Source: an optimization exercise on an open RTL-to-GDS flow (aim: small area, a short achievable clock period and few clock cycles). Production flows keep margins and buffers that such runs may drop. In this exercise RTL edits were held to simulation tests only and were not proved equivalent to the original. No activity file was given, so power comes from the tool's default toggle rates.

==> flow/config.mk <==
export PLATFORM = sky130hd
export DESIGN_NAME = bst_sorter_top
export DESIGN_NICKNAME = bst_sorter_top
export VERILOG_FILES = /design/flow/design.v
export SDC_FILE = /design/flow/constraint.sdc
export NUM_CORES = 4
export LEC_CHECK = 0
export CAP_MARGIN = 20
export CORE_MARGIN = 2
export CORE_UTILIZATION = 40
export SLEW_MARGIN = 20
==> flow/constraint.sdc <==
create_clock -name core_clock -period 10.0 [get_ports {clk}]
set_input_delay 2.0000 -clock core_clock [delete_from_list [all_inputs] [get_ports {clk}]]
set_output_delay 2.0000 -clock core_clock [all_outputs]
set_load 0.01 [all_outputs]
==> flow/run.sh <==
#!/bin/bash
# synth_recipe.tcl (not shown) runs the flow's synth.tcl, then flattens the netlist and writes it again
# the make line also repeats each setting of config.mk as NAME=value (left out here)
make -C /OpenROAD-flow-scripts/flow DESIGN_CONFIG=/design/flow/config.mk WORK_HOME=/design/flow/orfs CLKGATE_MAP_FILE= SYNTH_SCRIPT=/design/flow/synth_recipe.tcl finish
==> flow/design.v <==
module custom_spmem_wrapper_empty #(
	parameter DATA_W 	= 32,
	parameter DEPTH  	= 256,
	parameter SIM_DLY 	= 1,
	parameter ADDR_W  	= $clog2(DEPTH)
	) ( 
	input 				clk, 
	input 				rstn,
	input 				rd_req,  
	input 				wr_req,  
	input [ADDR_W-1:0] 		addr,
	input [DATA_W-1:0] 		wr_data,
	output logic 			rd_data_valid,
	output logic [DATA_W-1:0]	rd_data
	);
always_ff @ (posedge clk or negedge rstn) 
	begin
	if (~rstn)	rd_data_valid <= 1'b0;
	else
		begin
			rd_data_valid <= rd_req;
		end
	end
logic [DATA_W-1:0] 		mem_data_ary [0:DEPTH-1];
always @ (posedge clk)
	begin
	if (rd_req)
		begin
		rd_data <= mem_data_ary[addr];
		end
	else if (wr_req)
		begin
		mem_data_ary[addr] <= wr_data;
		end
	end
endmodule
module gen_bst_sorter #(
	parameter KEY_W 	= 16,  
	parameter VALUE_W 	= 32,
	parameter MAX_ELEM_NUM 	= 256,
	parameter SIM_DLY 	= 1,
	parameter MAX_ELEM_NUM_W	= $clog2(MAX_ELEM_NUM+1),
	parameter MAX_ELEM_NUM_IDX_W	= $clog2(MAX_ELEM_NUM)
	) ( 
	input 					clk, 
	input 					rstn,
	input 					sw_rst,
	input [MAX_ELEM_NUM_W-1:0]		i_cnfg_elems_num,  
	input 					i_enable,
	output logic 				o_sorter_phase,  
	input 					new_elem_valid,
	input [KEY_W-1:0] 			new_elem_key,
	input [VALUE_W-1:0] 			new_elem_value,
	output logic 				new_elem_ack,
	output logic 				sort_is_done_pls,
	output logic [KEY_W-1:0]		min_elem_key,
	output logic [VALUE_W-1:0]		min_elem_value,
	output logic [KEY_W-1:0]		max_elem_key,
	output logic [VALUE_W-1:0]		max_elem_value,
	input 					get_all_sorted_data_req_pls,
	output logic 				get_all_sorted_data_done_lvl,
	output logic [MAX_ELEM_NUM_IDX_W-1:0] 	get_elem_idx,		
	output logic				get_elem_valid,
	output logic [KEY_W-1:0] 		get_elem_key,
	output logic [VALUE_W-1:0] 		get_elem_value
	);
localparam MEM_ADDR_W = $clog2(MAX_ELEM_NUM);
localparam MEM_ROW_W  = 4*(MEM_ADDR_W+1) + VALUE_W + KEY_W + 1 + 1; 
localparam NODE_SELF_VALID_START_IDX 		= 0									; localparam NODE_SELF_VALID_W 	 	= 1;
localparam NODE_SELF_KEY_START_IDX 		= NODE_SELF_VALID_START_IDX		+ NODE_SELF_VALID_W		; localparam NODE_SELF_KEY_W 	 	= KEY_W;
localparam NODE_SELF_VALUE_START_IDX 		= NODE_SELF_KEY_START_IDX		+ NODE_SELF_KEY_W		; localparam NODE_SELF_VALUE_W 	 	= VALUE_W;
localparam NODE_RIGHT_VALID_START_IDX 		= NODE_SELF_VALUE_START_IDX		+ NODE_SELF_VALUE_W		; localparam NODE_RIGHT_VALID_W	 	= 1;
localparam NODE_RIGHT_ADDR_START_IDX 		= NODE_RIGHT_VALID_START_IDX		+ NODE_RIGHT_VALID_W		; localparam NODE_RIGHT_ADDR_W	 	= MEM_ADDR_W;
localparam NODE_LEFT_VALID_START_IDX 		= NODE_RIGHT_ADDR_START_IDX		+ NODE_RIGHT_ADDR_W		; localparam NODE_LEFT_VALID_W	 	= 1;
localparam NODE_LEFT_ADDR_START_IDX 		= NODE_LEFT_VALID_START_IDX		+ NODE_LEFT_VALID_W		; localparam NODE_LEFT_ADDR_W	 	= MEM_ADDR_W;
localparam NODE_PARENT_VALID_START_IDX 		= NODE_LEFT_ADDR_START_IDX		+ NODE_LEFT_ADDR_W		; localparam NODE_PARENT_VALID_W 	= 1;
localparam NODE_PARENT_ADDR_START_IDX 		= NODE_PARENT_VALID_START_IDX		+ NODE_PARENT_VALID_W		; localparam NODE_PARENT_ADDR_W	 	= MEM_ADDR_W;
localparam NODE_TWIN_LIST_HEAD_START_IDX 	= NODE_PARENT_ADDR_START_IDX		+ NODE_PARENT_ADDR_W		; localparam NODE_TWIN_LIST_HEAD_W 	= 1;
localparam NODE_TWIN_LIST_NX_VALID_START_IDX 	= NODE_TWIN_LIST_HEAD_START_IDX		+ NODE_TWIN_LIST_HEAD_W		; localparam NODE_TWIN_LIST_NX_VALID_W 	= 1;
localparam NODE_TWIN_LIST_NX_ADDR_START_IDX 	= NODE_TWIN_LIST_NX_VALID_START_IDX	+ NODE_TWIN_LIST_NX_VALID_W	; localparam NODE_TWIN_LIST_NX_ADDR_W	= MEM_ADDR_W;
typedef enum logic {
	SORTER_INSERT_PHASE	= 1'b0,
	SORTER_EXTRACT_PHASE	= 1'd1	
	} sorter_phase_type;
typedef enum logic [2:0] {
	SORTER_INSERT_FSM_IDLE_ST		= 3'd0,
	SORTER_INSERT_FSM_READY2START_ST	= 3'd1,	
	SORTER_INSERT_FSM_ADD_ELEM_ST		= 3'd2,
	SORTER_INSERT_FSM_FIND_PLACE_ST		= 3'd3,	
	SORTER_INSERT_FSM_UPDATE_PARENT_ST	= 3'd4	
	} sorter_insert_fsm_st_type;
typedef enum logic [2:0] {
	SORTER_EXTRACT_FSM_IDLE_ST		= 3'd0,
	SORTER_EXTRACT_FSM_READY2START_ST	= 3'd1,	
	SORTER_EXTRACT_FSM_GET_KNOWN_ELEM_ST	= 3'd2,
	SORTER_EXTRACT_FSM_CHECK_PARENT_ST	= 3'd3,	
	SORTER_EXTRACT_FSM_FIND_MIN_ST		= 3'd4	
	} sorter_extract_fsm_st_type;
logic				lo_extract_fsm_done_r_d;
sorter_phase_type 		sorter_phase_nx;
sorter_phase_type 		sorter_phase_r;
logic 				mem_rd_req ;
logic 				mem_wr_req ;
logic [MEM_ADDR_W-1:0] 		mem_addr   ;
logic [MEM_ROW_W-1:0]	 	mem_wr_data;
logic [MEM_ROW_W-1:0]	 	mem_rd_data;
logic 				mem_rd_data_valid ;
logic 				curr_rd_node_valid;
logic [KEY_W-1:0] 		curr_rd_node_key;
logic [VALUE_W-1:0]		curr_rd_node_value;
logic 				curr_rd_node_right_valid;
logic [MEM_ADDR_W-1:0]		curr_rd_node_right_addr;
logic 				curr_rd_node_left_valid;
logic [MEM_ADDR_W-1:0]		curr_rd_node_left_addr;
logic 				curr_rd_node_parent_valid;
logic [MEM_ADDR_W-1:0]		curr_rd_node_parent_addr;
logic 				curr_rd_node_twin_list_head;
logic 				curr_rd_node_twin_list_nx_valid;
logic [MEM_ADDR_W-1:0]		curr_rd_node_twin_list_nx_addr;
logic 			 	insert_fsm_mem_rd_req_nx;	
logic 			 	insert_fsm_mem_wr_req_nx;	
logic [MEM_ROW_W-1:0]	 	insert_fsm_mem_wr_data_nx;
logic [MEM_ROW_W-1:0]		insert_fsm_mem_wr_data_new_node_nx;
logic 				insert_fsm_new_node_right_valid;
logic [MEM_ADDR_W-1:0]		insert_fsm_new_node_right_addr;
logic 				insert_fsm_new_node_left_valid;
logic [MEM_ADDR_W-1:0]		insert_fsm_new_node_left_addr;
logic 				insert_fsm_new_node_parent_valid;
logic [MEM_ADDR_W-1:0]		insert_fsm_new_node_parent_addr;
logic 				insert_fsm_new_node_twin_list_nx_valid;
logic [MEM_ADDR_W-1:0]		insert_fsm_new_node_twin_list_nx_addr;
sorter_insert_fsm_st_type 	insert_fsm_ns;
logic 				insert_fsm_done_nx;
logic [KEY_W-1:0] 		insert_fsm_data_min_elem_key_nx;
logic [KEY_W-1:0] 		insert_fsm_data_max_elem_key_nx;
logic [VALUE_W-1:0] 		insert_fsm_data_min_elem_value_nx;
logic [VALUE_W-1:0] 		insert_fsm_data_max_elem_value_nx;
logic [MEM_ADDR_W-1:0]		insert_fsm_data_min_elem_addr_nx;
logic [MEM_ADDR_W-1:0]		insert_fsm_data_max_elem_addr_nx;
logic [MAX_ELEM_NUM_W-1:0] 	insert_fsm_cntr_nx;
logic 				insert_fsm_first_elem_flag_nx;
logic 				insert_fsm_found_place_flag_nx;
logic [KEY_W-1:0] 		insert_fsm_new_node_key_nx;
logic [VALUE_W-1:0]		insert_fsm_new_node_value_nx;
logic 				insert_fsm_new_node_valid_nx;
logic 				insert_fsm_new_node_twin_list_head_nx;
logic [MEM_ADDR_W-1:0] 	 	insert_fsm_mem_addr_nx;
sorter_insert_fsm_st_type 	insert_fsm_cs;
logic 				insert_fsm_done_r;
logic [KEY_W-1:0] 		insert_fsm_data_min_elem_key_r;
logic [KEY_W-1:0] 		insert_fsm_data_max_elem_key_r;
logic [VALUE_W-1:0] 		insert_fsm_data_min_elem_value_r;
logic [VALUE_W-1:0] 		insert_fsm_data_max_elem_value_r;
logic [MEM_ADDR_W-1:0]		insert_fsm_data_min_elem_addr_r;
logic [MEM_ADDR_W-1:0]		insert_fsm_data_max_elem_addr_r;
logic [MAX_ELEM_NUM_W-1:0] 	insert_fsm_cntr_r;
logic 				insert_fsm_first_elem_flag_r;
logic 				insert_fsm_found_place_flag_r;
logic [KEY_W-1:0] 		insert_fsm_new_node_key_r;
logic [VALUE_W-1:0]		insert_fsm_new_node_value_r;
logic 				insert_fsm_new_node_valid_r;
logic 				insert_fsm_new_node_twin_list_head_r;
logic [MEM_ADDR_W-1:0] 	 	insert_fsm_mem_addr_r;
logic 				dummy4fsm_new_elem_ack;
logic [KEY_W-1:0] 		dummy4fsm_new_elem_key;
logic [VALUE_W-1:0]		dummy4fsm_new_elem_value;
sorter_insert_fsm_st_type	dummy4fsm_insert_fsm_ns;
logic [KEY_W-1:0] 		dummy4fsm_insert_fsm_new_node_key_nx;
logic [VALUE_W-1:0]		dummy4fsm_insert_fsm_new_node_value_nx;
logic 				dummy4fsm_insert_fsm_new_node_valid_nx;
logic 				dummy4fsm_insert_fsm_new_node_twin_list_head_nx;
logic [KEY_W-1:0] 		dummy4fsm_insert_fsm_data_min_elem_key_nx;
logic [VALUE_W-1:0]		dummy4fsm_insert_fsm_data_min_elem_value_nx;
logic [KEY_W-1:0] 		dummy4fsm_insert_fsm_data_max_elem_key_nx;
logic [VALUE_W-1:0]		dummy4fsm_insert_fsm_data_max_elem_value_nx;
logic [MEM_ADDR_W-1:0]		dummy4fsm_insert_fsm_data_min_elem_addr_nx;
logic [MEM_ADDR_W-1:0]		dummy4fsm_insert_fsm_data_max_elem_addr_nx;
logic 				dummy4fsm_insert_fsm_mem_rd_req_nx;
logic [MEM_ADDR_W-1:0]  	dummy4fsm_insert_fsm_mem_addr_nx;
logic [MAX_ELEM_NUM_W-1:0] 	dummy4fsm_insert_fsm_cntr_r;
logic [KEY_W-1:0] 		dummy4fsm_insert_fsm_data_min_elem_key_r;
logic [KEY_W-1:0] 		dummy4fsm_insert_fsm_data_max_elem_key_r;
logic [MAX_ELEM_NUM_W-1:0] 	extract_fsm_cntr_r_prev;
logic 			 	extract_fsm_mem_rd_req_nx;
sorter_extract_fsm_st_type 	extract_fsm_ns;
logic 				extract_fsm_done_nx;
logic [MAX_ELEM_NUM_W-1:0] 	extract_fsm_cntr_nx;
logic 				extract_fsm_found_the_nx_elem_nx;
logic 				extract_fsm_out_elem_valid_nx;	
logic [MEM_ROW_W-1:0] 		extract_fsm_out_elem_nx;	
logic [MEM_ADDR_W-1:0] 	 	extract_fsm_mem_addr_nx;
logic [MEM_ROW_W-1:0] 		extract_fsm_curr_node_list_head_elem_nx;
logic [MEM_ADDR_W-1:0]		extract_fsm_child_addr_nx;
sorter_extract_fsm_st_type 	extract_fsm_cs;
logic 				extract_fsm_done_r;
logic [MAX_ELEM_NUM_W-1:0] 	extract_fsm_cntr_r;
logic 				extract_fsm_found_the_nx_elem_r;
logic 				extract_fsm_out_elem_valid_r;	
logic [MEM_ROW_W-1:0] 		extract_fsm_out_elem_r;	
logic [MEM_ADDR_W-1:0] 	 	extract_fsm_mem_addr_r;
logic [MEM_ROW_W-1:0] 		extract_fsm_curr_node_list_head_elem_r;
logic [MEM_ADDR_W-1:0]		extract_fsm_child_addr_r;
logic [MEM_ADDR_W-1:0]		extract_fsm_curr_node_list_head_addr_nx;  
logic [MEM_ADDR_W-1:0]		extract_fsm_curr_node_list_head_addr_r;
logic [MAX_ELEM_NUM_W-1:0]	dummy4fsm_i_cnfg_elems_num;
logic [MEM_ROW_W-1:0] 		dummy4fsm_mem_rd_data;
logic 				dummy4fsm_curr_rd_node_twin_list_head;
logic				dummy4fsm_curr_rd_node_twin_list_nx_valid;
logic [MEM_ADDR_W-1:0] 		dummy4fsm_curr_rd_node_twin_list_nx_addr;
sorter_extract_fsm_st_type	dummy4fsm_extract_fsm_ns;
logic				dummy4fsm_extract_fsm_done_nx; 
logic				dummy4fsm_extract_fsm_found_the_nx_elem_nx;
logic [MEM_ROW_W-1:0] 		dummy4fsm_extract_fsm_curr_node_list_head_elem_nx;
logic				dummy4fsm_extract_fsm_mem_rd_req_nx; 	
logic [MEM_ADDR_W-1:0] 		dummy4fsm_extract_fsm_mem_addr_nx; 	
logic [MAX_ELEM_NUM_W-1:0] 	dummy4fsm_extract_fsm_cntr_nx;
logic [MEM_ADDR_W-1:0] 		dummy4fsm_extract_fsm_child_addr_nx;
logic [MEM_ROW_W-1:0] 		dummy4fsm_extract_fsm_curr_node_list_head_elem_r;
logic [MAX_ELEM_NUM_W-1:0] 	dummy4fsm_extract_fsm_cntr_r;
logic [MEM_ADDR_W-1:0] 		dummy4fsm_extract_fsm_mem_addr_r;
assign sort_is_done_pls			= insert_fsm_done_r;
assign min_elem_key			= insert_fsm_data_min_elem_key_r 	;
assign min_elem_value			= insert_fsm_data_min_elem_value_r 	;
assign max_elem_key			= insert_fsm_data_max_elem_key_r 	;
assign max_elem_value			= insert_fsm_data_max_elem_value_r 	;
assign get_all_sorted_data_done_lvl	= lo_extract_fsm_done_r_d		;
assign get_elem_valid			= extract_fsm_out_elem_valid_r	;
assign get_elem_idx			= extract_fsm_cntr_r_prev[MAX_ELEM_NUM_IDX_W-1:0]; 
assign get_elem_key			= extract_fsm_out_elem_r [NODE_SELF_KEY_START_IDX	+: NODE_SELF_KEY_W	];
assign get_elem_value			= extract_fsm_out_elem_r [NODE_SELF_VALUE_START_IDX	+: NODE_SELF_VALUE_W	];
assign o_sorter_phase 			= sorter_phase_r;  
always_ff @ (posedge clk or negedge rstn) 
	begin
	if (~rstn)				lo_extract_fsm_done_r_d <= 1'b0;
	else
		begin
		if (sw_rst || ~i_enable) 	lo_extract_fsm_done_r_d <= 1'b0;
		else 				lo_extract_fsm_done_r_d <= extract_fsm_done_r;
		end
	end
always_comb  
	begin
	if (insert_fsm_done_r)  
		sorter_phase_nx = SORTER_EXTRACT_PHASE;
       	else if (extract_fsm_done_r)
       		sorter_phase_nx = SORTER_INSERT_PHASE;
	else  
	sorter_phase_nx = sorter_phase_r;			
	end
always_ff @ (posedge clk or negedge rstn) 
	begin
	if (~rstn)				sorter_phase_r <= SORTER_INSERT_PHASE;
	else
		begin
		if (sw_rst || ~i_enable) 	sorter_phase_r <= SORTER_INSERT_PHASE;
		else 				sorter_phase_r <= sorter_phase_nx;
		end
	end
assign mem_rd_req 	= (sorter_phase_r==SORTER_INSERT_PHASE) ? insert_fsm_mem_rd_req_nx 	: extract_fsm_mem_rd_req_nx;
assign mem_wr_req 	= (sorter_phase_r==SORTER_INSERT_PHASE) ? insert_fsm_mem_wr_req_nx 	: 1'b0;
assign mem_addr   	= (sorter_phase_r==SORTER_INSERT_PHASE) ? insert_fsm_mem_addr_nx	: extract_fsm_mem_addr_nx;
assign mem_wr_data 	= (sorter_phase_r==SORTER_INSERT_PHASE) ? insert_fsm_mem_wr_data_nx	: {MEM_ROW_W{1'b0}};
assign curr_rd_node_valid		= mem_rd_data [NODE_SELF_VALID_START_IDX 	 +:NODE_SELF_VALID_W 	 	];
assign curr_rd_node_key			= mem_rd_data [NODE_SELF_KEY_START_IDX 		 +:NODE_SELF_KEY_W 	 	];
assign curr_rd_node_value		= mem_rd_data [NODE_SELF_VALUE_START_IDX 	 +:NODE_SELF_VALUE_W 	 	];
assign curr_rd_node_right_valid		= mem_rd_data [NODE_RIGHT_VALID_START_IDX 	 +:NODE_RIGHT_VALID_W	 	];
assign curr_rd_node_right_addr		= mem_rd_data [NODE_RIGHT_ADDR_START_IDX 	 +:NODE_RIGHT_ADDR_W	 	];
assign curr_rd_node_left_valid		= mem_rd_data [NODE_LEFT_VALID_START_IDX 	 +:NODE_LEFT_VALID_W	 	];
assign curr_rd_node_left_addr		= mem_rd_data [NODE_LEFT_ADDR_START_IDX 	 +:NODE_LEFT_ADDR_W	 	];
assign curr_rd_node_parent_valid	= mem_rd_data [NODE_PARENT_VALID_START_IDX 	 +:NODE_PARENT_VALID_W 	 	];
assign curr_rd_node_parent_addr		= mem_rd_data [NODE_PARENT_ADDR_START_IDX 	 +:NODE_PARENT_ADDR_W	 	];
assign curr_rd_node_twin_list_head	= mem_rd_data [NODE_TWIN_LIST_HEAD_START_IDX 	 +:NODE_TWIN_LIST_HEAD_W 	];
assign curr_rd_node_twin_list_nx_valid 	= mem_rd_data [NODE_TWIN_LIST_NX_VALID_START_IDX +:NODE_TWIN_LIST_NX_VALID_W 	];
assign curr_rd_node_twin_list_nx_addr	= mem_rd_data [NODE_TWIN_LIST_NX_ADDR_START_IDX	 +:NODE_TWIN_LIST_NX_ADDR_W	];
custom_spmem_wrapper_empty #(
 		.DATA_W 	(MEM_ROW_W	),
 		.DEPTH  	(MAX_ELEM_NUM	),
 		.SIM_DLY 	(SIM_DLY	)
 		) u_sorter_mem_inst ( 
 		.clk 		(clk			), 
 		.rstn 		(rstn			),
 		.rd_req		(mem_rd_req		), 
 		.wr_req		(mem_wr_req		), 
 		.addr		(mem_addr		),
 		.wr_data	(mem_wr_data		),
 		.rd_data_valid	(mem_rd_data_valid	),
 		.rd_data	(mem_rd_data		)
 		);
assign insert_fsm_mem_wr_data_new_node_nx = {	insert_fsm_new_node_twin_list_nx_addr 	, insert_fsm_new_node_twin_list_nx_valid , insert_fsm_new_node_twin_list_head_nx,
						insert_fsm_new_node_parent_addr		, insert_fsm_new_node_parent_valid	 ,
						insert_fsm_new_node_right_addr		, insert_fsm_new_node_right_valid	 ,
						insert_fsm_new_node_left_addr		, insert_fsm_new_node_left_valid	 ,
						insert_fsm_new_node_value_nx		, insert_fsm_new_node_key_nx 		 , insert_fsm_new_node_valid_nx 	};
always_comb
	begin
	insert_fsm_ns			 	= insert_fsm_cs				;
	insert_fsm_done_nx		 	= 1'b0					;  
	insert_fsm_data_min_elem_key_nx		= insert_fsm_data_min_elem_key_r	;
	insert_fsm_data_max_elem_key_nx		= insert_fsm_data_max_elem_key_r	;
	insert_fsm_data_min_elem_value_nx	= insert_fsm_data_min_elem_value_r	;
	insert_fsm_data_max_elem_value_nx	= insert_fsm_data_max_elem_value_r	;
	insert_fsm_data_min_elem_addr_nx	= insert_fsm_data_min_elem_addr_r	;
	insert_fsm_data_max_elem_addr_nx	= insert_fsm_data_max_elem_addr_r	;
	insert_fsm_cntr_nx		 	= insert_fsm_cntr_r			;
	insert_fsm_first_elem_flag_nx	 	= insert_fsm_first_elem_flag_r		;
	insert_fsm_found_place_flag_nx	 	= 1'b0					;  
	insert_fsm_new_node_key_nx	 	= insert_fsm_new_node_key_r		;
	insert_fsm_new_node_value_nx	 	= insert_fsm_new_node_value_r		;	
	insert_fsm_new_node_valid_nx     	= insert_fsm_new_node_valid_r		;
	insert_fsm_new_node_twin_list_head_nx 	= insert_fsm_new_node_twin_list_head_r	;	
	insert_fsm_mem_addr_nx 		 	= insert_fsm_mem_addr_r 		;
	new_elem_ack 			 	= 1'b0			;  
	insert_fsm_mem_rd_req_nx	 	= 1'b0			;  
	insert_fsm_mem_wr_req_nx	 	= 1'b0			;  
	insert_fsm_mem_wr_data_nx 		= {MEM_ROW_W{1'b0}}	;	
	insert_fsm_new_node_left_valid	 	= 1'b0			;
	insert_fsm_new_node_left_addr	 	= {MEM_ADDR_W{1'b0}}	;
	insert_fsm_new_node_right_valid	 	= 1'b0			;
	insert_fsm_new_node_right_addr	 	= {MEM_ADDR_W{1'b0}}	;
	insert_fsm_new_node_parent_valid 	= 1'b0			;
	insert_fsm_new_node_parent_addr	 	= {MEM_ADDR_W{1'b0}}	;
	insert_fsm_new_node_twin_list_nx_valid 	= 1'b0			;
	insert_fsm_new_node_twin_list_nx_addr	= {MEM_ADDR_W{1'b0}}	;
	dummy4fsm_new_elem_ack				= new_elem_ack				;
	dummy4fsm_new_elem_key				= new_elem_key				;
	dummy4fsm_new_elem_value			= new_elem_value			;
	dummy4fsm_insert_fsm_ns				= insert_fsm_ns				;
	dummy4fsm_insert_fsm_new_node_key_nx		= insert_fsm_new_node_key_nx		;
	dummy4fsm_insert_fsm_new_node_value_nx		= insert_fsm_new_node_value_nx		;
	dummy4fsm_insert_fsm_new_node_valid_nx		= insert_fsm_new_node_valid_nx		;
	dummy4fsm_insert_fsm_new_node_twin_list_head_nx = insert_fsm_new_node_twin_list_head_nx	;
	dummy4fsm_insert_fsm_data_min_elem_key_nx	= insert_fsm_data_min_elem_key_nx	;
	dummy4fsm_insert_fsm_data_min_elem_value_nx	= insert_fsm_data_min_elem_value_nx	;
	dummy4fsm_insert_fsm_data_max_elem_key_nx	= insert_fsm_data_max_elem_key_nx	;
	dummy4fsm_insert_fsm_data_max_elem_value_nx	= insert_fsm_data_max_elem_value_nx	;
	dummy4fsm_insert_fsm_data_min_elem_addr_nx 	= insert_fsm_data_min_elem_addr_nx	;
	dummy4fsm_insert_fsm_data_max_elem_addr_nx	= insert_fsm_data_max_elem_addr_nx	;
	dummy4fsm_insert_fsm_mem_rd_req_nx		= insert_fsm_mem_rd_req_nx		;
	dummy4fsm_insert_fsm_mem_addr_nx		= insert_fsm_mem_addr_nx		;
	dummy4fsm_insert_fsm_cntr_r 			= insert_fsm_cntr_r			;
	dummy4fsm_insert_fsm_data_min_elem_key_r	= insert_fsm_data_min_elem_key_r	;
	dummy4fsm_insert_fsm_data_max_elem_key_r	= insert_fsm_data_max_elem_key_r	;
	case (insert_fsm_cs)
		SORTER_INSERT_FSM_IDLE_ST:
			begin
			if (i_enable && sorter_phase_nx==SORTER_INSERT_PHASE)
				begin
				insert_fsm_ns 		= SORTER_INSERT_FSM_READY2START_ST;
				end
			end  
		SORTER_INSERT_FSM_READY2START_ST:
			begin
			if (new_elem_valid)
				begin
				if (insert_fsm_first_elem_flag_r)  
					begin
					insert_fsm_ns = SORTER_INSERT_FSM_ADD_ELEM_ST;
					insert_fsm_new_node_key_nx	 	= new_elem_key;
					insert_fsm_new_node_value_nx	 	= new_elem_value;
					insert_fsm_new_node_valid_nx 	 	= 1'b1;
					insert_fsm_new_node_twin_list_head_nx 	= 1'b1;			
					new_elem_ack 			 	= 1'b1;
					insert_fsm_data_min_elem_key_nx   = new_elem_key;
					insert_fsm_data_min_elem_value_nx = new_elem_value; 
					insert_fsm_data_max_elem_key_nx   = new_elem_key; 
					insert_fsm_data_max_elem_value_nx = new_elem_value;
					insert_fsm_data_min_elem_addr_nx  = {MEM_ADDR_W{1'b0}};  
					insert_fsm_data_max_elem_addr_nx  = {MEM_ADDR_W{1'b0}};  
					insert_fsm_found_place_flag_nx 	  	= 1'b1;
					insert_fsm_mem_wr_req_nx  		= 1'b1;
					insert_fsm_mem_addr_nx    		= {MEM_ADDR_W{1'b0}};  
					insert_fsm_mem_wr_data_nx 		= insert_fsm_mem_wr_data_new_node_nx;
					insert_fsm_cntr_nx		= (insert_fsm_cntr_r + 1'b1);  
					insert_fsm_first_elem_flag_nx	= 1'b0;
					end  
				else  
					begin  
					insert_fsm_new_elem_init_seq_tsk();
					end  
				end  
			end  
		SORTER_INSERT_FSM_ADD_ELEM_ST:
			begin
			if (insert_fsm_cntr_r == i_cnfg_elems_num)  
				begin
				insert_fsm_ns		= SORTER_INSERT_FSM_IDLE_ST;
				insert_fsm_done_nx	= 1'b1;
				insert_fsm_new_node_key_nx	 	= {KEY_W{1'b0}};
				insert_fsm_new_node_value_nx	 	= {VALUE_W{1'b0}};
				insert_fsm_new_node_valid_nx 	 	= 1'b0;
				insert_fsm_new_node_twin_list_head_nx 	= 1'b0;
				end  
			else  
				begin
				if (new_elem_valid)
					begin
					insert_fsm_new_elem_init_seq_tsk();
					end  
				else  
					begin
					insert_fsm_ns = SORTER_INSERT_FSM_READY2START_ST;
					insert_fsm_new_node_key_nx	 	= {KEY_W{1'b0}};
					insert_fsm_new_node_value_nx	 	= {VALUE_W{1'b0}};
					insert_fsm_new_node_valid_nx 	 	= 1'b0;
					insert_fsm_new_node_twin_list_head_nx 	= 1'b0;					
					end  
				end  
			end  
		SORTER_INSERT_FSM_FIND_PLACE_ST:
			begin
			if (mem_rd_data_valid)
				begin
				if (curr_rd_node_key < insert_fsm_new_node_key_r)  
					begin
					if (curr_rd_node_right_valid) 
						begin
						insert_fsm_mem_rd_req_nx = 1'b1;
						insert_fsm_mem_addr_nx   = curr_rd_node_right_addr;
						end
					else
						begin
						insert_fsm_ns 		  = SORTER_INSERT_FSM_UPDATE_PARENT_ST;
						insert_fsm_found_place_flag_nx 	= 1'b1;
						insert_fsm_mem_wr_req_nx  	= 1'b1;
						insert_fsm_mem_addr_nx    	= insert_fsm_mem_addr_r;
						insert_fsm_mem_wr_data_nx 	= mem_rd_data;
						insert_fsm_mem_wr_data_nx [NODE_RIGHT_VALID_START_IDX +:NODE_RIGHT_VALID_W] = 1'b1;	 	
						insert_fsm_mem_wr_data_nx [NODE_RIGHT_ADDR_START_IDX  +:NODE_RIGHT_ADDR_W ] = insert_fsm_cntr_r[MEM_ADDR_W-1:0];
						end
					end  
				else if (curr_rd_node_key > insert_fsm_new_node_key_r)  
					begin
					if (curr_rd_node_left_valid) 
						begin
						insert_fsm_mem_rd_req_nx = 1'b1;
						insert_fsm_mem_addr_nx   = curr_rd_node_left_addr;
						end
					else
						begin
						insert_fsm_ns 		  = SORTER_INSERT_FSM_UPDATE_PARENT_ST;
						insert_fsm_found_place_flag_nx 	= 1'b1;
						insert_fsm_mem_wr_req_nx  	= 1'b1;
						insert_fsm_mem_addr_nx    	= insert_fsm_mem_addr_r;
						insert_fsm_mem_wr_data_nx 	= mem_rd_data;
						insert_fsm_mem_wr_data_nx [NODE_LEFT_VALID_START_IDX +:NODE_LEFT_VALID_W] = 1'b1;	 	
						insert_fsm_mem_wr_data_nx [NODE_LEFT_ADDR_START_IDX  +:NODE_LEFT_ADDR_W ] = insert_fsm_cntr_r[MEM_ADDR_W-1:0]; 
						end
					end  
				else  
					begin
					insert_fsm_new_node_twin_list_head_nx = 1'b0;  
					if (curr_rd_node_twin_list_nx_valid) 
						begin
						insert_fsm_mem_rd_req_nx = 1'b1;
						insert_fsm_mem_addr_nx   = curr_rd_node_twin_list_nx_addr;
						end
					else
						begin
						insert_fsm_ns 		  = SORTER_INSERT_FSM_UPDATE_PARENT_ST;
						insert_fsm_found_place_flag_nx 	= 1'b1;
						insert_fsm_mem_wr_req_nx  	= 1'b1;
						insert_fsm_mem_addr_nx    	= insert_fsm_mem_addr_r;
						insert_fsm_mem_wr_data_nx 	= mem_rd_data;
						insert_fsm_mem_wr_data_nx [NODE_TWIN_LIST_NX_VALID_START_IDX +:NODE_TWIN_LIST_NX_VALID_W] = 1'b1;	 	
						insert_fsm_mem_wr_data_nx [NODE_TWIN_LIST_NX_ADDR_START_IDX  +:NODE_TWIN_LIST_NX_ADDR_W ] = insert_fsm_cntr_r[MEM_ADDR_W-1:0]; 
						end
					end  
				end  
			end  
		SORTER_INSERT_FSM_UPDATE_PARENT_ST:
			begin
			insert_fsm_ns 		  = SORTER_INSERT_FSM_ADD_ELEM_ST;
			insert_fsm_mem_wr_req_nx  = 1'b1;
			insert_fsm_mem_addr_nx    = insert_fsm_cntr_r[MEM_ADDR_W-1:0];
			insert_fsm_new_node_parent_valid = 1'b1;
			insert_fsm_new_node_parent_addr  = insert_fsm_mem_addr_r;
			insert_fsm_mem_wr_data_nx 	 = insert_fsm_mem_wr_data_new_node_nx;
			insert_fsm_cntr_nx	= insert_fsm_cntr_r + 1'b1;
			end  
	endcase
	end  
always_ff @ (posedge clk or negedge rstn) 
	begin
	if (~rstn)				insert_fsm_cs <= SORTER_INSERT_FSM_IDLE_ST;
	else
		begin
		if (sw_rst || ~i_enable) 	insert_fsm_cs <= SORTER_INSERT_FSM_IDLE_ST;
		else 				insert_fsm_cs <= insert_fsm_ns;
		end
	end
always_ff @ (posedge clk or negedge rstn) 
	begin
	if (~rstn)				insert_fsm_done_r <= 1'b0;
	else
		begin
		if (sw_rst || ~i_enable) 	insert_fsm_done_r <= 1'b0;
		else 				insert_fsm_done_r <= insert_fsm_done_nx;
		end
	end
always_ff @ (posedge clk or negedge rstn) 
	begin
	if (~rstn)				insert_fsm_data_min_elem_key_r <= {KEY_W{1'b0}};
	else
		begin
		if (sw_rst || ~i_enable) 	insert_fsm_data_min_elem_key_r <= {KEY_W{1'b0}};
		else 				insert_fsm_data_min_elem_key_r <= insert_fsm_data_min_elem_key_nx;
		end
	end
always_ff @ (posedge clk or negedge rstn) 
	begin
	if (~rstn)				insert_fsm_data_max_elem_key_r <= {KEY_W{1'b0}};
	else
		begin
		if (sw_rst || ~i_enable) 	insert_fsm_data_max_elem_key_r <= {KEY_W{1'b0}};
		else 				insert_fsm_data_max_elem_key_r <= insert_fsm_data_max_elem_key_nx;
		end
	end
always_ff @ (posedge clk or negedge rstn) 
	begin
	if (~rstn)				insert_fsm_data_min_elem_value_r <= {VALUE_W{1'b0}};
	else
		begin
		if (sw_rst || ~i_enable) 	insert_fsm_data_min_elem_value_r <= {VALUE_W{1'b0}};
		else 				insert_fsm_data_min_elem_value_r <= insert_fsm_data_min_elem_value_nx;
		end
	end
always_ff @ (posedge clk or negedge rstn) 
	begin
	if (~rstn)				insert_fsm_data_max_elem_value_r <= {VALUE_W{1'b0}};
	else
		begin
		if (sw_rst || ~i_enable) 	insert_fsm_data_max_elem_value_r <= {VALUE_W{1'b0}};
		else 				insert_fsm_data_max_elem_value_r <= insert_fsm_data_max_elem_value_nx;
		end
	end
always_ff @ (posedge clk or negedge rstn) 
	begin
	if (~rstn)				insert_fsm_data_min_elem_addr_r <= {MEM_ADDR_W{1'b0}};
	else
		begin
		if (sw_rst || ~i_enable) 	insert_fsm_data_min_elem_addr_r <= {MEM_ADDR_W{1'b0}};
		else 				insert_fsm_data_min_elem_addr_r <= insert_fsm_data_min_elem_addr_nx;
		end
	end
always_ff @ (posedge clk or negedge rstn) 
	begin
	if (~rstn)				insert_fsm_data_max_elem_addr_r <= {MEM_ADDR_W{1'b0}};
	else
		begin
		if (sw_rst || ~i_enable) 	insert_fsm_data_max_elem_addr_r <= {MEM_ADDR_W{1'b0}};
		else 				insert_fsm_data_max_elem_addr_r <= insert_fsm_data_max_elem_addr_nx;
		end
	end
always_ff @ (posedge clk or negedge rstn) 
	begin
	if (~rstn)				insert_fsm_cntr_r <= {MAX_ELEM_NUM_W{1'b0}};
	else
		begin
		if (sw_rst || ~i_enable) 	insert_fsm_cntr_r <= {MAX_ELEM_NUM_W{1'b0}};
		else 				insert_fsm_cntr_r <= insert_fsm_cntr_nx;
		end
	end
always_ff @ (posedge clk or negedge rstn) 
	begin
	if (~rstn)				insert_fsm_first_elem_flag_r <= 1'b1;
	else
		begin
		if (sw_rst || ~i_enable) 	insert_fsm_first_elem_flag_r <= 1'b1;
		else 				insert_fsm_first_elem_flag_r <= insert_fsm_first_elem_flag_nx;
		end
	end
always_ff @ (posedge clk or negedge rstn) 
	begin
	if (~rstn)				insert_fsm_found_place_flag_r <= 1'b0;
	else
		begin
		if (sw_rst || ~i_enable) 	insert_fsm_found_place_flag_r <= 1'b0;
		else 				insert_fsm_found_place_flag_r <= insert_fsm_found_place_flag_nx;
		end
	end
always_ff @ (posedge clk or negedge rstn) 
	begin
	if (~rstn)				insert_fsm_new_node_key_r <= {KEY_W{1'b0}};
	else
		begin
		if (sw_rst || ~i_enable) 	insert_fsm_new_node_key_r <= {KEY_W{1'b0}};
		else 				insert_fsm_new_node_key_r <= insert_fsm_new_node_key_nx;
		end
	end
always_ff @ (posedge clk or negedge rstn) 
	begin
	if (~rstn)				insert_fsm_new_node_value_r <= {VALUE_W{1'b0}};
	else
		begin
		if (sw_rst || ~i_enable) 	insert_fsm_new_node_value_r <= {VALUE_W{1'b0}};
		else 				insert_fsm_new_node_value_r <= insert_fsm_new_node_value_nx;
		end
	end
always_ff @ (posedge clk or negedge rstn) 
	begin
	if (~rstn)				insert_fsm_new_node_valid_r <= 1'b0;
	else
		begin
		if (sw_rst || ~i_enable) 	insert_fsm_new_node_valid_r <= 1'b0;
		else 				insert_fsm_new_node_valid_r <= insert_fsm_new_node_valid_nx;
		end
	end
always_ff @ (posedge clk or negedge rstn) 
	begin
	if (~rstn)				insert_fsm_new_node_twin_list_head_r <= 1'b0;
	else
		begin
		if (sw_rst || ~i_enable) 	insert_fsm_new_node_twin_list_head_r <= 1'b0;
		else 				insert_fsm_new_node_twin_list_head_r <= insert_fsm_new_node_twin_list_head_nx;
		end
	end
always_ff @ (posedge clk or negedge rstn) 
	begin
	if (~rstn)				insert_fsm_mem_addr_r <= {MEM_ADDR_W{1'b0}};
	else
		begin
		if (sw_rst || ~i_enable) 	insert_fsm_mem_addr_r <= {MEM_ADDR_W{1'b0}};
		else 				insert_fsm_mem_addr_r <= insert_fsm_mem_addr_nx;
		end
	end
always_ff @ (posedge clk or negedge rstn) 
	begin
	if (~rstn)				extract_fsm_cntr_r_prev <= {MAX_ELEM_NUM_W{1'b0}};
	else
		begin
		if (sw_rst || ~i_enable) 	extract_fsm_cntr_r_prev <= {MAX_ELEM_NUM_W{1'b0}};
		else 				extract_fsm_cntr_r_prev <= extract_fsm_cntr_r;
		end
	end
always_comb
	begin
	extract_fsm_ns				= extract_fsm_cs				;
	extract_fsm_done_nx			= extract_fsm_done_r			 	;
	extract_fsm_cntr_nx			= extract_fsm_cntr_r			 	;
	extract_fsm_found_the_nx_elem_nx	= 1'b0	 					;  
	extract_fsm_out_elem_valid_nx		= 1'b0		 				;  
	extract_fsm_out_elem_nx			= extract_fsm_out_elem_r		 	;	
	extract_fsm_mem_addr_nx			= extract_fsm_mem_addr_r		 	;
	extract_fsm_curr_node_list_head_elem_nx	= extract_fsm_curr_node_list_head_elem_r	;
	extract_fsm_child_addr_nx		= extract_fsm_child_addr_r		 	;
	extract_fsm_curr_node_list_head_addr_nx	= extract_fsm_curr_node_list_head_addr_r	;
	extract_fsm_mem_rd_req_nx 		= 1'b0;  
	dummy4fsm_i_cnfg_elems_num				= i_cnfg_elems_num				;
	dummy4fsm_mem_rd_data					= mem_rd_data					;
	dummy4fsm_curr_rd_node_twin_list_head			= curr_rd_node_twin_list_head			;
	dummy4fsm_curr_rd_node_twin_list_nx_valid		= curr_rd_node_twin_list_nx_valid		;
	dummy4fsm_curr_rd_node_twin_list_nx_addr		= curr_rd_node_twin_list_nx_addr		;
	dummy4fsm_extract_fsm_ns				= extract_fsm_ns				;
	dummy4fsm_extract_fsm_done_nx				= extract_fsm_done_nx				; 
	dummy4fsm_extract_fsm_found_the_nx_elem_nx		= extract_fsm_found_the_nx_elem_nx		;
	dummy4fsm_extract_fsm_curr_node_list_head_elem_nx	= extract_fsm_curr_node_list_head_elem_nx	;
	dummy4fsm_extract_fsm_mem_rd_req_nx			= extract_fsm_mem_rd_req_nx			; 	
	dummy4fsm_extract_fsm_mem_addr_nx			= extract_fsm_mem_addr_nx			; 	
	dummy4fsm_extract_fsm_cntr_nx				= extract_fsm_cntr_nx				;
	dummy4fsm_extract_fsm_child_addr_nx			= extract_fsm_child_addr_nx			;
	dummy4fsm_extract_fsm_curr_node_list_head_elem_r	= extract_fsm_curr_node_list_head_elem_r	;
	dummy4fsm_extract_fsm_cntr_r				= extract_fsm_cntr_r				;
	dummy4fsm_extract_fsm_mem_addr_r			= extract_fsm_mem_addr_r			;
	case (extract_fsm_cs)
		SORTER_EXTRACT_FSM_IDLE_ST:
			begin
			if (i_enable && sorter_phase_nx==SORTER_EXTRACT_PHASE)
				begin
				extract_fsm_ns 		= SORTER_EXTRACT_FSM_READY2START_ST;
				end
			end  
		SORTER_EXTRACT_FSM_READY2START_ST:
			begin
			if (get_all_sorted_data_req_pls)
				begin  
				extract_fsm_found_the_nx_elem_nx = 1'b1;
				extract_fsm_ns 			 = SORTER_EXTRACT_FSM_GET_KNOWN_ELEM_ST;
				extract_fsm_mem_rd_req_nx 	 = 1'b1;
				extract_fsm_mem_addr_nx 	 = insert_fsm_data_min_elem_addr_r;
				end
			end  
		SORTER_EXTRACT_FSM_GET_KNOWN_ELEM_ST:
			begin
			if (mem_rd_data_valid)
				begin
				extract_fsm_out_elem_valid_nx	= 1'b1;	
                                extract_fsm_out_elem_nx		= mem_rd_data;
				extract_fsm_cntr_nx = extract_fsm_cntr_r + 1'b1;
				extract_fsm_init_find_nx_tsk();
				end  
			end  
		SORTER_EXTRACT_FSM_CHECK_PARENT_ST:
			begin
			if (mem_rd_data_valid)
				begin 
				if (curr_rd_node_right_valid && (curr_rd_node_right_addr==extract_fsm_child_addr_r))  
					begin
					extract_fsm_mem_rd_req_nx 	= 1'b1;
					extract_fsm_mem_addr_nx 	= curr_rd_node_parent_addr;
					extract_fsm_child_addr_nx 	= extract_fsm_mem_addr_r;
					end
				else  
					begin
					extract_fsm_found_the_nx_elem_nx = 1'b1;					
					extract_fsm_out_elem_valid_nx	 = 1'b1;	
                                	extract_fsm_out_elem_nx		 = mem_rd_data;
					extract_fsm_cntr_nx = extract_fsm_cntr_r + 1'b1;
					extract_fsm_init_find_nx_tsk();
					end
				end
			end  
		SORTER_EXTRACT_FSM_FIND_MIN_ST:
			begin
			if (mem_rd_data_valid)
				begin
				if (curr_rd_node_left_valid)  
					begin
					extract_fsm_mem_rd_req_nx 	= 1'b1;
					extract_fsm_mem_addr_nx 	= curr_rd_node_left_addr;
					end
				else  
					begin
					extract_fsm_found_the_nx_elem_nx = 1'b1;					
					extract_fsm_out_elem_valid_nx	 = 1'b1;	
                                	extract_fsm_out_elem_nx		 = mem_rd_data;
					extract_fsm_cntr_nx = extract_fsm_cntr_r + 1'b1;
					extract_fsm_init_find_nx_tsk();
					end
				end
			end  
	endcase
	end  
always_ff @ (posedge clk or negedge rstn) 
	begin
	if (~rstn)				extract_fsm_cs <= SORTER_EXTRACT_FSM_IDLE_ST;
	else
		begin
		if (sw_rst || ~i_enable) 	extract_fsm_cs <= SORTER_EXTRACT_FSM_IDLE_ST;
		else 				extract_fsm_cs <= extract_fsm_ns;
		end
	end
always_ff @ (posedge clk or negedge rstn) 
	begin
	if (~rstn)				extract_fsm_done_r <= 1'b0;
	else
		begin
		if (sw_rst || ~i_enable) 	extract_fsm_done_r <= 1'b0;
		else 				extract_fsm_done_r <= extract_fsm_done_nx;
		end
	end
always_ff @ (posedge clk or negedge rstn) 
	begin
	if (~rstn)				extract_fsm_cntr_r <= {MAX_ELEM_NUM_W{1'b0}};
	else
		begin
		if (sw_rst || ~i_enable) 	extract_fsm_cntr_r <= {MAX_ELEM_NUM_W{1'b0}};
		else 				extract_fsm_cntr_r <= extract_fsm_cntr_nx;
		end
	end
always_ff @ (posedge clk or negedge rstn) 
	begin
	if (~rstn)				extract_fsm_found_the_nx_elem_r <= 1'b0;
	else
		begin
		if (sw_rst || ~i_enable) 	extract_fsm_found_the_nx_elem_r <= 1'b0;
		else 				extract_fsm_found_the_nx_elem_r <= extract_fsm_found_the_nx_elem_nx;
		end
	end
always_ff @ (posedge clk or negedge rstn) 
	begin
	if (~rstn)				extract_fsm_out_elem_valid_r <= 1'b0;
	else
		begin
		if (sw_rst || ~i_enable) 	extract_fsm_out_elem_valid_r <= 1'b0;
		else 				extract_fsm_out_elem_valid_r <= extract_fsm_out_elem_valid_nx;
		end
	end
always_ff @ (posedge clk or negedge rstn) 
	begin
	if (~rstn)				extract_fsm_out_elem_r <= {MEM_ROW_W{1'b0}};
	else
		begin
		if (sw_rst || ~i_enable) 	extract_fsm_out_elem_r <= {MEM_ROW_W{1'b0}};
		else 				extract_fsm_out_elem_r <= extract_fsm_out_elem_nx;
		end
	end
always_ff @ (posedge clk or negedge rstn) 
	begin
	if (~rstn)				extract_fsm_mem_addr_r <= {MEM_ADDR_W{1'b0}};
	else
		begin
		if (sw_rst || ~i_enable) 	extract_fsm_mem_addr_r <= {MEM_ADDR_W{1'b0}};
		else 				extract_fsm_mem_addr_r <= extract_fsm_mem_addr_nx;
		end
	end
always_ff @ (posedge clk or negedge rstn) 
	begin
	if (~rstn)				extract_fsm_curr_node_list_head_elem_r <= {MEM_ROW_W{1'b0}};
	else
		begin
		if (sw_rst || ~i_enable) 	extract_fsm_curr_node_list_head_elem_r <= {MEM_ROW_W{1'b0}};
		else 				extract_fsm_curr_node_list_head_elem_r <= extract_fsm_curr_node_list_head_elem_nx;
		end
	end
always_ff @ (posedge clk or negedge rstn) 
	begin
	if (~rstn)				extract_fsm_child_addr_r <= {MEM_ADDR_W{1'b0}};
	else
		begin
		if (sw_rst || ~i_enable) 	extract_fsm_child_addr_r <= {MEM_ADDR_W{1'b0}};
		else 				extract_fsm_child_addr_r <= extract_fsm_child_addr_nx;
		end
	end
always_ff @ (posedge clk or negedge rstn) 
	begin
	if (~rstn)				extract_fsm_curr_node_list_head_addr_r <= {MEM_ADDR_W{1'b0}};
	else
		begin
		if (sw_rst || ~i_enable) 	extract_fsm_curr_node_list_head_addr_r <= {MEM_ADDR_W{1'b0}};
		else 				extract_fsm_curr_node_list_head_addr_r <= extract_fsm_curr_node_list_head_addr_nx;
		end
	end
task insert_fsm_new_elem_init_seq_tsk();  
	begin
	insert_fsm_ns = SORTER_INSERT_FSM_FIND_PLACE_ST;
	insert_fsm_new_node_key_nx	 	= new_elem_key	  ;
	insert_fsm_new_node_value_nx	 	= new_elem_value ;
	insert_fsm_new_node_valid_nx 	 	= 1'b1;
	insert_fsm_new_node_twin_list_head_nx 	= 1'b1;  
	new_elem_ack 			 	= 1'b1;
	if (new_elem_key < insert_fsm_data_min_elem_key_r)  
		begin
		insert_fsm_data_min_elem_key_nx   = new_elem_key	;
		insert_fsm_data_min_elem_value_nx = new_elem_value	; 
		insert_fsm_data_min_elem_addr_nx  = insert_fsm_cntr_r[MEM_ADDR_W-1:0];
		end
	if (new_elem_key > insert_fsm_data_max_elem_key_r)  
		begin
		insert_fsm_data_max_elem_key_nx   = new_elem_key 	 ; 
		insert_fsm_data_max_elem_value_nx = new_elem_value 	 ;
		insert_fsm_data_max_elem_addr_nx  = insert_fsm_cntr_r	[MEM_ADDR_W-1:0] ;
		end
	insert_fsm_mem_rd_req_nx = 1'b1;
	insert_fsm_mem_addr_nx   = {MEM_ADDR_W{1'b0}};  
	end
endtask
task extract_fsm_init_find_nx_tsk;
	extract_fsm_curr_node_list_head_elem_nx = (curr_rd_node_twin_list_head) ? mem_rd_data : extract_fsm_curr_node_list_head_elem_r;  
	extract_fsm_curr_node_list_head_addr_nx = (curr_rd_node_twin_list_head) ? extract_fsm_mem_addr_r : extract_fsm_curr_node_list_head_addr_r;  
	if (extract_fsm_cntr_r==(i_cnfg_elems_num-1'b1))  
		begin
		extract_fsm_ns 	    = SORTER_EXTRACT_FSM_IDLE_ST;					
		extract_fsm_done_nx = 1'b1;
		end
	else if (curr_rd_node_twin_list_nx_valid)  
		begin
		extract_fsm_ns 			 = SORTER_EXTRACT_FSM_GET_KNOWN_ELEM_ST;
		extract_fsm_found_the_nx_elem_nx = 1'b1;
		extract_fsm_mem_rd_req_nx 	 = 1'b1;
		extract_fsm_mem_addr_nx 	 = curr_rd_node_twin_list_nx_addr;
		end
	else if (extract_fsm_curr_node_list_head_elem_nx[NODE_RIGHT_VALID_START_IDX+:NODE_RIGHT_VALID_W])  
		begin
		extract_fsm_ns 			= SORTER_EXTRACT_FSM_FIND_MIN_ST;
		extract_fsm_mem_rd_req_nx 	= 1'b1;
		extract_fsm_mem_addr_nx 	= extract_fsm_curr_node_list_head_elem_nx[NODE_RIGHT_ADDR_START_IDX+:NODE_RIGHT_ADDR_W];
		end
	else  
		begin
		extract_fsm_ns 			= SORTER_EXTRACT_FSM_CHECK_PARENT_ST;
		extract_fsm_child_addr_nx 	= extract_fsm_curr_node_list_head_addr_nx;  
		extract_fsm_mem_rd_req_nx 	= 1'b1;
		extract_fsm_mem_addr_nx 	= extract_fsm_curr_node_list_head_elem_nx[NODE_PARENT_ADDR_START_IDX+:NODE_PARENT_ADDR_W];
		end
endtask
endmodule
module bst_sorter_top (
	input 			clk,
	input 			rstn,
	input 			sw_rst,
	input [4:0]		i_cnfg_elems_num,
	input 			i_enable,
	output logic 		o_sorter_phase,
	input 			new_elem_valid,
	input [15:0] 		new_elem_key,
	input [31:0] 		new_elem_value,
	output logic 		new_elem_ack,
	output logic 		sort_is_done_pls,
	output logic [15:0]	min_elem_key,
	output logic [31:0]	min_elem_value,
	output logic [15:0]	max_elem_key,
	output logic [31:0]	max_elem_value,
	input 			get_all_sorted_data_req_pls,
	output logic 		get_all_sorted_data_done_lvl,
	output logic [3:0] 	get_elem_idx,
	output logic		get_elem_valid,
	output logic [15:0] 	get_elem_key,
	output logic [31:0] 	get_elem_value
	);
gen_bst_sorter #(
	.KEY_W 		(16	),
	.VALUE_W 	(32	),
	.MAX_ELEM_NUM 	(16	)
	) u_sorter_inst (
	.clk				(clk				),
	.rstn				(rstn				),
	.sw_rst				(sw_rst				),
	.i_cnfg_elems_num		(i_cnfg_elems_num		),
	.i_enable			(i_enable			),
	.o_sorter_phase			(o_sorter_phase			),
	.new_elem_valid			(new_elem_valid			),
	.new_elem_key			(new_elem_key			),
	.new_elem_value			(new_elem_value			),
	.new_elem_ack			(new_elem_ack			),
	.sort_is_done_pls		(sort_is_done_pls		),
	.min_elem_key			(min_elem_key			),
	.min_elem_value			(min_elem_value			),
	.max_elem_key			(max_elem_key			),
	.max_elem_value			(max_elem_value			),
	.get_all_sorted_data_req_pls	(get_all_sorted_data_req_pls	),
	.get_all_sorted_data_done_lvl	(get_all_sorted_data_done_lvl	),
	.get_elem_idx			(get_elem_idx			),
	.get_elem_valid			(get_elem_valid			),
	.get_elem_key			(get_elem_key			),
	.get_elem_value			(get_elem_value			)
	);
endmodule
==> results.py <==
metrics = {
    "critical_path": {
        "r2r_start": "u_sorter_inst.u_sorter_mem_inst.rd_data[15]",
        "cp.required_ns": 10.41,
        "cp-start-kind": "flip-flop",
        "worstPathMaxFanout": 151,
        "critPathKind": "flip-flop to flip-flop",
        "cp-end-kind": "flip-flop",
        "critPathArrivalTime_ns": 7.31,
        "setup.worst_path.start": "u_sorter_inst.u_sorter_mem_inst.rd_data[15]",
    },
    "die": {
        "initial_core_util": 0.402,
        "die_w_microns": 392,
        "dieArea_sq_um": 154000,
        "chipHeight_microns": 392,
        "rows": 142,
        "ios": 212,
        "coreArea_sq_um": 150000,
    },
    "sta": {
        "grt_setup_unrepaired": "no",
        "timing.setup.tns_ns": 0,
        "setup_viol": 0,
        "fin_skew_ns": 0.0307,
        "layout_setup_ws_ns": 3.10,
        "fmax_mhz": 145,
        "maxSlewHeadroom": 0.218,
        "final.min_clock_period_ns": 6.90,
        "drv_slew": 0,
        "final.period_utilization": 0.690,
        "worst_pin_slew_ns": 1.17,
        "hold_viol": 0,
    },
    "final_layout": {
        "finalInstanceArea_sq_um": 69100,
        "drive_gt1_frac": 0.107,
        "nNetsFinal": 4479,
        "nFillCells": 13130,
        "syn_to_final_growth_pct": 14.6,
        "final_cell_mix": "edfxtp_1, o211ai_1, nand2_1",
        "final_common_cell": "edfxtp_1",
    },
    "drt": {
        "vias_per_cell": 5.69,
        "final_antenna_net_count": 0,
        "drc": 0,
        "routedWlPerCell_microns": 25.8,
        "first_pass_iters": 5,
        "dr_total_vias": 37012,
        "dr.first_iter.drc_count": 3806,
        "wl_microns": 168000,
    },
    "hold_path": {
        "holdCritPathClass": "flip-flop to flip-flop",
        "hold_path_startpoint": "u_sorter_inst.extract_fsm_out_elem_r[26]",
    },
    "power": {
        "ir_drop_uv": 160,
        "total_leakage_power_nw": 24.7,
        "powerDensity_nw_per_um2": 177,
    },
    "placement": {
        "port_buffers": 211,
        "place_area_sq_um": 64400,
        "gp_congestion": 0.856,
        "dp_slack_ns": 2.38,
        "dp_hpwl_microns": 92900,
    },
    "global_routing": {
        "grt_pass1_vias": 36535,
        "grt.overflow.total": 0,
        "grt_start_max_net_pins": 205,
        "grt_usage": 0.216,
        "grt_antenna_before_repair": 9,
        "grt_first_pass_wirelength_microns": 246000,
    },
    "yosys": {
        "synth_xor_area_frac": 0.00349,
        "avgSynthCellArea_sq_um": 14.2,
        "synth_top_family_by_area": "compound AO/OA/AOI/OAI gates",
        "synthSimpleGateAreaFrac": 0.0461,
        "synth_ff_type": "edfxtp_1",
        "synth_compound_area_frac": 0.127,
        "synth_edf_count": 1156,
        "syn-num-nets": 4362,
        "synth-seq-area-share": 0.680,
        "synth-adder-area-share": 0.0104,
        "postSynthCellCount": 4253,
        "ys_ff_latch": 1405,
        "muxShareOfSynthArea": 0.0919,
        "async_flop_share": 0.177,
        "yosysWarnings": 2,
        "synthesis.area_sq_um": 60300,
        "yosysUniqueCellTypes": 73,
    },
    "clock_network": {
        "cts.htree.levels": 4,
        "cts_setup_buffers": 0,
        "clk_pin_slew_worst_paths_ns": 0.06,
        "clk_latency_ns": 0.78,
        "cts_resized": 0,
        "clock-sinks": 1405,
        "hold_buffers": 0,
        "cts-buffers-inserted": 146,
        "cts_tree": "yes",
        "cts_buffer_depth": 3,
        "root_buffer": "clkbuf_16",
    },
    "status": {
        "status": "complete, no violations",
    },
    "job": {
        "drv_cap": 0,
    },
}
==> synth_stat cells, types with 19 or more instances <==
library cell  instances  area [sq um]
nor2_1              129           484
mux2_1              136          1530
o211ai_1            621          4660
a22oi_1              63           473
edfxtp_1           1156         34700
nand2b_1             20           125
mux2_2              139          1570
buf_6                23           259
o2111ai_1            70           613
ha_1                 50           626
o21ai_0              22           110
mux2i_1             244          2440
a22o_1               49           429
nor3_1               33           165
buf_1                19          71.3
a21oi_1             109           546
and2_1               54           338
clkbuf_1            235           882
nand2_1             310          1160
inv_1               276          1040
dfrtp_1             248          6210
buf_2                26           130
==> where the power goes <==
part	total (W)	switching, W	leakage [nW]	internal [W]
combinational	0.000641	0.000397	8.13	0.000243
sequential	0.00630	0.0000131	14.3	0.00628
clock	0.00528	0.00227	2.26	0.00300
total	0.0122	0.00268	24.7	0.00953
==> critical path, cell delays in order (launching register included) <==
cell	delay [ns]
edfxtp_1	0.52
ha_1	0.38
nand4_2	0.21
nor2_1	0.08
nor3_1	0.79
and3_1	0.62
nor2_1	0.16
o41ai_4	0.40
buf_12	0.67
o21a_4	0.64
nand3_1	0.48
nor2_4	0.83
buf_4	0.52
==> worst paths after layout <==
path	endpoint	slack [ns]	depth (start not counted)
min in group asynchronous	u_sorter_inst.extract_fsm_cntr_r_prev[2]	1.22	1
worst max register to register	flip-flop	3.10	12
worst max-delay path	flip-flop	3.10	12
worst min register to register	u_sorter_inst.extract_fsm_out_elem_r[26]	0.52	2
max in group asynchronous	asynchronous set/reset pin	7.34	2
worst min-delay path	u_sorter_inst.extract_fsm_out_elem_r[26]	0.52	2
==> flip-flops by register name, indices dropped and copies added (netlist names), 4 cells and up <==
signal,cells
u_sorter_inst.extract_fsm_child_addr_r,4
u_sorter_inst.extract_fsm_cntr_r,5
u_sorter_inst.extract_fsm_cntr_r_prev,4
u_sorter_inst.extract_fsm_curr_node_list_head_addr_r,4
u_sorter_inst.extract_fsm_curr_node_list_head_elem_r,9
u_sorter_inst.extract_fsm_mem_addr_r,4
u_sorter_inst.extract_fsm_out_elem_r,48
u_sorter_inst.insert_fsm_cntr_r,5
u_sorter_inst.insert_fsm_data_max_elem_key_r,16
u_sorter_inst.insert_fsm_data_max_elem_value_r,32
u_sorter_inst.insert_fsm_data_min_elem_addr_r,4
u_sorter_inst.insert_fsm_data_min_elem_key_r,16
u_sorter_inst.insert_fsm_data_min_elem_value_r,32
u_sorter_inst.insert_fsm_mem_addr_r,4
u_sorter_inst.insert_fsm_new_node_key_r,16
u_sorter_inst.insert_fsm_new_node_value_r,32
u_sorter_inst.u_sorter_mem_inst.mem_data_ary,1088
u_sorter_inst.u_sorter_mem_inst.rd_data,68
==> layer usage <==
metal,up-vias,share of wire,global-route usage
li1,16509,-,-
met1,18878,0.44,0.305
met2,1378,0.45,0.329
met3,241,0.089,0.0566
met4,6,0.023,0.0614
met5,-,0.00022,0
==> cells by family after synthesis <==
| kind of cell | after synthesis |
|---|---|
| adders and majority gates | 50 |
| buffers and inverters | 599 |
| AOI/OAI and AO/OA | 1032 |
| DFF | 1405 |
| and+or+nand+nor | 624 |
| muxes | 519 |
| xor gates and xnor gates | 24 |
==> stage by stage <==
step                      power [W]  hold slack (ns)  utilization  instances
final                        0.0122            0.519        0.461       6509
after detailed placement    0.00706            0.513        0.430       6237
after global routing         0.0126            0.537        0.461       6507
after CTS                    0.0123            0.524        0.461       6506
after global placement      0.00705            0.507        0.430       6237
after floorplan             0.00686            0.471            -       4253
==> final cells by class <==
cell class                 instances  area (sq um)  share of cell area
tap                             2016          2520              0.0365
clock buffer                     206          4060              0.0588
sequential                      1405         40900               0.593
multi-input combinational       2249         17100               0.247
timing repair buffer             290          2860              0.0414
antenna                            2          5.00           0.0000725
inverter                         278          1040              0.0151
clock inverter                    63           551             0.00797
Testbench counts, summed over its fixed seeds: cycles 44,108.

-- re-timing with driven ports --
The flow's constraints put no driver on any port. The routed layout listed below was extracted and timed again, unchanged, in two steps.
Step 1 sets driving cells, clkbuf_16 on the clock port and buf_2 on the other inputs (assumed; they add their load-dependent delay and slew).
Step 2 adds t to the input delays and takes it off the output delays; t is the mean of the earliest and latest rising clock arrival at the registers after step 1. Input paths then give back, and output paths get back, about the clock's delay inside the block.
Three values: ideal ports, drivers, drivers and shift; two values: the first two.
shift t [ns]: 0.841
slack for setup (ns): 3.105 / 3.105 / 2.356
worst register clock-pin slew, ns: 0.06 / 0.06
worst data-port slew with drivers (ns): 0.08
pins driven straight from the clock port: 1
After both steps setup and hold are still met in this run. For this run, drivers alone change the setup slack by 0.000 ns; drivers and shift together by -0.749 ns.
